Background: an optimization exercise with open tools, aiming at small area. Do not read the settings as production practice. Only simulation tests tie the RTL to the original design; equivalence was not proved.

Design MazeRunner, start of the top module:
module MazeRunner(
  input clk, RST_n,						 
  output INRT_SS_n,INRT_SCLK,INRT_MOSI,	 
  input INRT_MISO,						 
  input INRT_INT,						 
  output A2D_SS_n,A2D_SCLK,A2D_MOSI,	 
  input A2D_MISO,						 
  output lftPWM1,lftPWM2,				 
  output rghtPWM1,rghtPWM2,				 
  input RX,								 
  input hall_n,							 
  output TX,							 
  output piezo,piezo_n,					 
  output IR_lft_en,						 
  output IR_cntr_en,					 
  output IR_rght_en,					 
  output [7:0] LED
);
Size: about 3900 cells after synthesis, roughly 510 flip-flops, about 31 I/O pins.
Settings: LEC_CHECK=0, ABC_AREA=1, CAP_MARGIN=20, CORE_MARGIN=2, CORE_UTILIZATION=72, CTS_CLUSTER_DIAMETER=120, CTS_CLUSTER_SIZE=25, PLACE_DENSITY=0.88, SLEW_MARGIN=20; clock period 27.0 ns.
run.sh (not shown) runs the stock make flow with config.mk's settings and CLKGATE_MAP_FILE= SYNTH_SCRIPT=/design/flow/synth_recipe.tcl, a recipe that flattens the netlist after the stock synthesis.
==> next run, changes <==
- CORE_UTILIZATION: 72 -> 80
- PLACE_DENSITY: 0.88 -> 0.93
What happened: Core utilization goes up by 9.0 points. Clock skew climbs by 0.022 ns. Worst setup slack got worse by 0.81 ns. Via count is higher by 4.4%. Design area barely changes. First-iteration DRC count went up by about 40%.
==> next run, changes <==
- CAP_MARGIN: 20 -> 5
- CORE_UTILIZATION: 80 -> 72
- PLACE_DENSITY: 0.93 -> 0.88
- SLEW_MARGIN: 20 -> 5
The new run ran to the end with no violations. Non-clock buffer count is higher by 2. Clock-buffer cell count is unchanged. Die area is higher by 11%. Cell area stays flat. Synthesized area is unchanged. Via count is lower by 4.0%. Cell count is higher by 1.7%. Sequential share of layout area barely changes. Worst setup slack is better by 0.81 ns.

Another version of the RTL of MazeRunner (not shown whole).
Size: ~4400 cells after synthesis, roughly 31 I/O pins, ~0.040 mm^2 of cells after synthesis.
// MazeRunner
module MazeRunner(
  input clk, RST_n,						 
  output INRT_SS_n,INRT_SCLK,INRT_MOSI,	 
  input INRT_MISO,						 
  input INRT_INT,						 
  output A2D_SS_n,A2D_SCLK,A2D_MOSI,	 
  input A2D_MISO,						 
  output lftPWM1,lftPWM2,				 
  output rghtPWM1,rghtPWM2,				 
  input RX,								 
  input hall_n,							 
  output TX,							 
  output piezo,piezo_n,					 
  output IR_lft_en,						 
  output IR_cntr_en,					 
  output IR_rght_en,					 
  output [7:0] LED
);
==> flow/config.mk <==
export PLATFORM = sky130hd
export DESIGN_NAME = MazeRunner
export DESIGN_NICKNAME = MazeRunner
export VERILOG_FILES = /design/flow/design.v
export SDC_FILE = /design/flow/constraint.sdc
export NUM_CORES = 4
export LEC_CHECK = 0
export CAP_MARGIN = 20
export CORE_MARGIN = 2
export CORE_UTILIZATION = 40
export PLACE_DENSITY = 0.6
export SLEW_MARGIN = 20
==> flow/constraint.sdc <==
create_clock -name core_clock -period 27.0 [get_ports {clk}]
set_input_delay 5.4000 -clock core_clock [delete_from_list [all_inputs] [get_ports {clk}]]
set_output_delay 5.4000 -clock core_clock [all_outputs]
set_load 0.01 [all_outputs]
The starting point completed without violations.
Rerun with:
--- a/flow/config.mk
+++ b/flow/config.mk
@@ -10,2 +10,3 @@
 export CORE_UTILIZATION = 40
+export CTS_BUF_LIST = sky130_fd_sc_hd__clkbuf_4 sky130_fd_sc_hd__clkbuf_8
 export PLACE_DENSITY = 0.6
Effect: The new run finished clean. Final area hardly moves. Final cell count climbs by 1.1%. Die area stays the same.

MazeRunner, a different RTL version from the one above (not shown whole).
For scale: roughly 4000 cells after synthesis, about 510 flip-flops, roughly 31 I/O pins, ~37000 um^2 of cells after synthesis.
==> flow/config.mk <==
export PLATFORM = sky130hd
export DESIGN_NAME = MazeRunner
export DESIGN_NICKNAME = MazeRunner
export VERILOG_FILES = /design/flow/design.v
export SDC_FILE = /design/flow/constraint.sdc
export NUM_CORES = 4
export LEC_CHECK = 0
export ABC_AREA = 1
export CAP_MARGIN = 20
export CORE_MARGIN = 2
export CORE_UTILIZATION = 65
export CTS_CLUSTER_DIAMETER = 120
export CTS_CLUSTER_SIZE = 25
export PLACE_DENSITY = 0.8
export SLEW_MARGIN = 20
==> flow/constraint.sdc <==
create_clock -name core_clock -period 27.0 [get_ports {clk}]
set_input_delay 5.4000 -clock core_clock [delete_from_list [all_inputs] [get_ports {clk}]]
set_output_delay 5.4000 -clock core_clock [all_outputs]
set_load 0.01 [all_outputs]
Rerun with:
CORE_UTILIZATION = 55   (was 65)
PLACE_DENSITY = 0.7   (was 0.8)
Design area climbs by 0.39%; via count decreases by 1.7%; routed wire length shrinks by 0.43%; setup slack gets better by 0.37 ns; die area went up by 18%.
